What follows belongs to an exercise in optimizing a design on an open flow for small area and a short achievable clock period; a production flow would make more cautious choices. Where RTL was checked, it was by simulation tests only, not by an equivalence proof against the original. No activity file was given, so power comes from the tool's default toggle rates.

== run a ==
Design calculator, start of the top module:
module calculator(
    input logic CLK100MHZ,
    input logic RST,      
    input logic [15:0] SW,
    input logic BTNU,  
    input logic BTND,  
    input logic BTNL,  
    input logic BTNR,  
    input logic BTNC,  
    output logic [7:0] AN,       
    output logic [7:0] out       
    );
Settings: LEC_CHECK=0, CAP_MARGIN=20, CORE_MARGIN=2, CORE_UTILIZATION=72, CTS_BUF_LIST=sky130_fd_sc_hd__clkbuf_8, PLACE_DENSITY=0.82, SLEW_MARGIN=20, SYNTH_HIERARCHICAL=1, SYNTH_MINIMUM_KEEP_SIZE=0; clock period 160.0 ns.
standard.sh (not shown) runs the stock make flow with config.mk's settings and CLKGATE_MAP_FILE= SYNTH_SCRIPT=/design/flow/synth_recipe.tcl, a recipe that flattens the netlist after the stock synthesis.
==> flow/flow/run.sh <==
#!/bin/bash
# Layout flow: the standard flow (standard.sh, standard synthesis
# included), with one change made through ORFS's own setting for it: the
# buffers placed on the input and output ports are sky130_fd_sc_hd__buf_2
# cells. The tools' output goes to standard_flow.log in the folder the flow
# runs in (ORFS also keeps each step's log under orfs/logs).
set -euo pipefail
W=$(pwd)
export BUFFER_PORTS_ARGS="-buffer_cell sky130_fd_sc_hd__buf_2"
bash "$W/standard.sh" > "$W/standard_flow.log" 2>&1
Run a completed end to end with timing, DRC and antenna clean.
Inputs modified between run a and run b:
- swapping 72 for 55 in CORE_UTILIZATION
- swapping 0.82 for 0.65 in PLACE_DENSITY
Fraction of power consumed by the clock network: run b vs run a, no meaningful difference. Delta (run b minus run a): final area moved up; final critical-path share of the clock period level; final-layout fill cell count moved up; worst supply voltage drop on vdd moved down; simple-gate share of the synthesized area level. Beginning of the critical path: SW[7] -> run a, SW[9] -> run b. Delta (run b minus run a): sum of internal, switching and leakage power -0.012 mW, clock latency of the later-clocked register in the worst-skew pair +20 ps, internal power -0.0042 mW.


calculator, a different RTL version from the one above (not shown whole).
Size: ~2600 cells after synthesis, about 39 I/O pins.
Settings: LEC_CHECK=0, CAP_MARGIN=20, CORE_MARGIN=2, CORE_UTILIZATION=40, CTS_BUF_LIST=sky130_fd_sc_hd__clkbuf_8, SLEW_MARGIN=20, SYNTH_HIERARCHICAL=1, SYNTH_MINIMUM_KEEP_SIZE=0; clock period 160.0 ns.
run.sh (not shown) runs the stock make flow with config.mk's settings and CLKGATE_MAP_FILE= SYNTH_SCRIPT=/design/flow/synth_recipe.tcl, a recipe that flattens the netlist after the stock synthesis.
Stock flow here: none of the scripts above is used.
The first run completed with no timing, DRC or antenna violations.
Then changed:
- CTS_BUF_LIST: sky130_fd_sc_hd__clkbuf_8 -> default
Outcome:
- clock power goes up by 30%
- sequential share of layout area barely changes
- synthesized area stays the same
Function was not checked in any run of this note: the RTL went through the layout flow alone.


calculator, a different RTL version from the one above (not shown whole).
Size: about 2,400 cells after synthesis, roughly 39 I/O pins, roughly 21,000 µm² of cells after synthesis.
export LEC_CHECK = 0
export CAP_MARGIN = 0
export CORE_MARGIN = 2
export CORE_UTILIZATION = 65
export CTS_BUF_LIST = sky130_fd_sc_hd__clkbuf_8
export PLACE_DENSITY = 0.75
export SLEW_MARGIN = 0
export SYNTH_HIERARCHICAL = 1
export SYNTH_MINIMUM_KEEP_SIZE = 0
create_clock -name core_clock -period 160.0 [get_ports {CLK100MHZ}]
Next try:
==> flow/flow/run.sh (new file) <==
#!/bin/bash
# Layout flow: the standard flow (standard.sh, standard synthesis
# included), with two changes made through ORFS's own hooks:
#  - the port buffers are sky130_fd_sc_hd__buf_2 cells;
#  - just before detailed placement, a timing repair that only resizes gates
#    (no buffers, no cloning) works on the paths with less than SETUP_TARGET
#    ns of setup slack; detailed placement then legalizes as usual.
# Each tool's output goes to a log file in the folder the flow runs in.
set -euo pipefail
W=$(pwd)
export BUFFER_PORTS_ARGS="-buffer_cell sky130_fd_sc_hd__buf_2"
export PRE_DETAIL_PLACE_TCL="$W/flow/pre_detail_place.tcl"
export SETUP_TARGET="${SETUP_TARGET:-87}"
bash "$W/standard.sh" > "$W/standard_flow.log" 2>&1
==> flow/flow/pre_detail_place.tcl (new file) <==
# Sourced by ORFS's detail_place.tcl after it loads 3_4_place_resized.odb:
# size up gates on the paths with less than SETUP_TARGET ns of setup slack.
source $::env(PLATFORM_DIR)/setRC.tcl
set_dont_use $::env(DONT_USE_CELLS)
estimate_parasitics -placement
puts "own flow: worst setup slack before sizing [worst_slack -max]"
repair_timing -setup -setup_margin $::env(SETUP_TARGET) -skip_buffering \
  -skip_gate_cloning -skip_buffer_removal
puts "own flow: worst setup slack after sizing [worst_slack -max]"
==> flow/standard.sh (new file) <==
#!/bin/bash
# synth_recipe.tcl (not shown) runs the flow's synth.tcl, then flattens the netlist and writes it again
# the make line also repeats each setting of config.mk as NAME=value (left out here)
make -C /OpenROAD-flow-scripts/flow DESIGN_CONFIG=/design/flow/config.mk WORK_HOME=/design/flow/orfs CLKGATE_MAP_FILE= SYNTH_SCRIPT=/design/flow/synth_recipe.tcl "${@:-finish}"
--- a/flow/config.mk
+++ b/flow/config.mk
@@ -6,10 +6,10 @@
 export NUM_CORES = 8
 export LEC_CHECK = 0
-export CAP_MARGIN = 0
+export CAP_MARGIN = 20
 export CORE_MARGIN = 2
 export CORE_UTILIZATION = 65
 export CTS_BUF_LIST = sky130_fd_sc_hd__clkbuf_8
 export PLACE_DENSITY = 0.75
-export SLEW_MARGIN = 0
+export SLEW_MARGIN = 20
 export SYNTH_HIERARCHICAL = 1
 export SYNTH_MINIMUM_KEEP_SIZE = 0
removed: flow/run.sh
Setup slack is better by 1.1 ns.
Fmax climbs by 1.5%.
Non-clock buffer count went up by 1.
Utilization fell by 0.18 points.
Global-route usage came out higher by 0.34 points.
Area after synthesis stays the same.
Cell count stays flat.
Design area barely changes.
Next try:
==> flow/flow/run.sh (replaced) <==
#!/bin/bash
# Layout flow: the standard flow (standard.sh, standard synthesis
# included), with one change made through ORFS's own setting for it: the
# buffers placed on the input and output ports are sky130_fd_sc_hd__buf_2
# cells. The tools' output goes to standard_flow.log in the folder the flow
# runs in (ORFS also keeps each step's log under orfs/logs).
set -euo pipefail
W=$(pwd)
export BUFFER_PORTS_ARGS="-buffer_cell sky130_fd_sc_hd__buf_2"
bash "$W/standard.sh" > "$W/standard_flow.log" 2>&1
removed: flow/flow/pre_detail_place.tcl
=>
- The changed run passed the timing, DRC and antenna checks
- final cell count stays the same
- via count stays flat
- sequential share of layout area is about the same
- setup slack degrades by 0.42 ns
- power goes down by 0.36%
- global-route usage is about the same
Next try:
==> flow/flow/run.sh (replaced) <==
#!/bin/bash
# Layout flow: the standard flow (standard.sh, standard synthesis
# included), with two changes made through ORFS's own hooks:
#  - the port buffers are sky130_fd_sc_hd__buf_2 cells;
#  - just before detailed placement, a timing repair that only resizes gates
#    (no buffers, no cloning) works on the paths with less than SETUP_TARGET
#    ns of setup slack; detailed placement then legalizes as usual.
# Each tool's output goes to a log file in the folder the flow runs in.
set -euo pipefail
W=$(pwd)
export BUFFER_PORTS_ARGS="-buffer_cell sky130_fd_sc_hd__buf_2"
export PRE_DETAIL_PLACE_TCL="$W/flow/pre_detail_place.tcl"
export SETUP_TARGET="${SETUP_TARGET:-89}"
bash "$W/standard.sh" > "$W/standard_flow.log" 2>&1
==> flow/flow/pre_detail_place.tcl (new file) <==
# Sourced by ORFS's detail_place.tcl after it loads 3_4_place_resized.odb:
# size up gates on the paths with less than SETUP_TARGET ns of setup slack.
source $::env(PLATFORM_DIR)/setRC.tcl
set_dont_use $::env(DONT_USE_CELLS)
estimate_parasitics -placement
puts "own flow: worst setup slack before sizing [worst_slack -max]"
repair_timing -setup -setup_margin $::env(SETUP_TARGET) -skip_buffering \
  -skip_gate_cloning -skip_buffer_removal
puts "own flow: worst setup slack after sizing [worst_slack -max]"
What happened: The new run went through all stages and came out clean; via count hardly moves; final cell count is unchanged; non-clock buffer count stays the same.


Starting RTL as in the previous note.
Design calculator, start of the top module:
module calculator(
    input logic CLK100MHZ,
    input logic RST,      
    input logic [15:0] SW,
    input logic BTNU,  
    input logic BTND,  
    input logic BTNL,  
    input logic BTNR,  
    input logic BTNC,  
    output logic [7:0] AN,       
    output logic [7:0] out       
    );
    localparam int CUT = 11;    
    localparam int NLO = 16 - CUT;
    logic [2:0]  cnt5;        
    logic [19:0] refresh;     
    logic [2:0]  hist;        
    logic [1:0]  state;       
    logic [3:0]  op;          
    logic [15:0] a_mag;       
    logic        a_neg;
    logic [30:0] r_mag;       
    logic        r_neg;       
    logic        r_div;       
    assign r_div = ~(r_mag[30] | r_mag[29]);
    localparam logic [1:0] IDLE = 2'd0, OPB = 2'd1, RES = 2'd2;
    genvar gi;
    logic [2:0] cnt5_next;
    clock_divider u_cnt (.cnt(cnt5), .cnt_next(cnt5_next));
    logic tick, any_op, press, a_load, calc;
    assign tick   = cnt5[2] & ~refresh[1] & refresh[0];    
    assign any_op = BTNU | BTND | BTNL | BTNR;
    assign press  = tick & ~hist[2] & hist[1];
    assign a_load = press & (state == IDLE) & any_op;
    assign calc   = press & (state == OPB) & BTNC;
    logic [19:0] refresh_next;
    logic [20:0] rfc;
    assign refresh_next[0] = ~refresh[0];
    assign rfc[1] = refresh[0];
    generate
        for (gi = 1; gi < 20; gi++) begin : g_rf
            cl_ha h (.a(refresh[gi]), .b(rfc[gi]), .s(refresh_next[gi]), .co(rfc[gi+1]));
        end
    endgenerate
    logic s;
    assign s = SW[15];
    logic [15:0] b_mag;
    cl_absmag u_abs (.x(SW), .m(b_mag));
    logic [2:0] b_top;        
    cl_abstop u_abst (.x(SW), .m(b_top));
    logic [29:0] pmn;
    cl_mul15 u_mul (.x(a_mag[14:0]), .y(b_mag[14:0]), .pn(pmn));
    logic [30:0] prodn;
    always_comb begin
        prodn = {1'b1, pmn};
        prodn[30:15] = {1'b1, pmn[29:15]} & ~({16{a_mag[15]}} & b_mag) & ~({16{b_mag[15]}} & a_mag);
    end
  ...
Settings: LEC_CHECK=0, CAP_MARGIN=20, CORE_MARGIN=2, CORE_UTILIZATION=65, CTS_BUF_LIST=sky130_fd_sc_hd__clkbuf_8, PLACE_DENSITY=0.75, SLEW_MARGIN=20, SYNTH_HIERARCHICAL=1, SYNTH_MINIMUM_KEEP_SIZE=0; clock period 160.0 ns.
standard.sh (not shown) runs the stock make flow with config.mk's settings and CLKGATE_MAP_FILE= SYNTH_SCRIPT=/design/flow/synth_recipe.tcl, a recipe that flattens the netlist after the stock synthesis.
==> flow/flow/run.sh <==
#!/bin/bash
# Layout flow: the standard flow (standard.sh, standard synthesis
# included), with two changes made through ORFS's own hooks:
#  - the port buffers are sky130_fd_sc_hd__buf_2 cells;
#  - just before detailed placement, a timing repair that only resizes gates
#    (no buffers, no cloning) works on the paths with less than SETUP_TARGET
#    ns of setup slack; detailed placement then legalizes as usual.
# Each tool's output goes to a log file in the folder the flow runs in.
set -euo pipefail
W=$(pwd)
export BUFFER_PORTS_ARGS="-buffer_cell sky130_fd_sc_hd__buf_2"
export PRE_DETAIL_PLACE_TCL="$W/flow/pre_detail_place.tcl"
export SETUP_TARGET="${SETUP_TARGET:-0}"
bash "$W/standard.sh" > "$W/standard_flow.log" 2>&1
==> flow/flow/pre_detail_place.tcl <==
# Sourced by ORFS's detail_place.tcl after it loads 3_4_place_resized.odb:
# size up gates on the paths with less than SETUP_TARGET ns of setup slack.
source $::env(PLATFORM_DIR)/setRC.tcl
set_dont_use $::env(DONT_USE_CELLS)
estimate_parasitics -placement
puts "own flow: worst setup slack before sizing [worst_slack -max]"
repair_timing -setup -setup_margin $::env(SETUP_TARGET) -skip_buffering \
  -skip_gate_cloning -skip_buffer_removal
puts "own flow: worst setup slack after sizing [worst_slack -max]"
The baseline produced a clean layout.
Next try:
==> flow/run.sh (new file) <==
#!/bin/bash
# synth_recipe.tcl (not shown) runs the flow's synth.tcl, then flattens the netlist and writes it again
# the make line also repeats each setting of config.mk as NAME=value (left out here)
make -C /OpenROAD-flow-scripts/flow DESIGN_CONFIG=/design/flow/config.mk WORK_HOME=/design/flow/orfs CLKGATE_MAP_FILE= SYNTH_SCRIPT=/design/flow/synth_recipe.tcl finish
removed: flow/flow/run.sh
removed: flow/flow/pre_detail_place.tcl
removed: flow/standard.sh
Maximum frequency went down slightly.
Sequential power hardly moves.
Via count grows slightly.
Setup slack gets worse by 0.66 ns.
Synthesized area stays the same.
Sequential cell count is unchanged.

[re-timing with driven ports]
How much do the figures lean on ideal ports? The routed layouts below were timed once more, with nothing changed but the port constraints.
Step 1: set_driving_cell puts a clkbuf_16 on CLK100MHZ and a buf_2 on each other input, an assumption about the parent block.
Step 2 moves the port delays by t, midway between the first and last clock arrival at a register: inputs arrive t later, outputs are due t later. That takes back most of the time a late clock gives input paths.
Slacks: ideal / step 1 / step 2; pairs: ideal / step 1.
run | t, ns | slack for setup (ns) | worst slew at a driven data input, ns
run a | 0.454 | 86.370 / 86.349 / 86.349 | 0.10
run b | 0.474 | 86.521 / 86.491 / 86.491 | 0.13
the first run of note 2 | 0.402 | 84.960 / 84.939 / 84.939 | 0.04
the second run of note 2 | 0.389 | 84.962 / 84.941 / 84.941 | 0.04
the first run of note 3 | 0.427 | 85.179 / 85.159 / 85.159 | 0.06
the second run of note 3 | 0.451 | 86.264 / 86.233 / 86.233 | 0.06
the third run of note 3 | 0.444 | 85.842 / 85.822 / 85.822 | 0.05
the fourth run of note 3 | 0.453 | 86.264 / 86.233 / 86.233 | 0.06
the first run of note 4 | 0.444 | 85.842 / 85.822 / 85.822 | 0.05
the second run of note 4 | 0.427 | 85.181 / 85.160 / 85.160 | 0.06
After both steps every run listed still meets setup and hold.
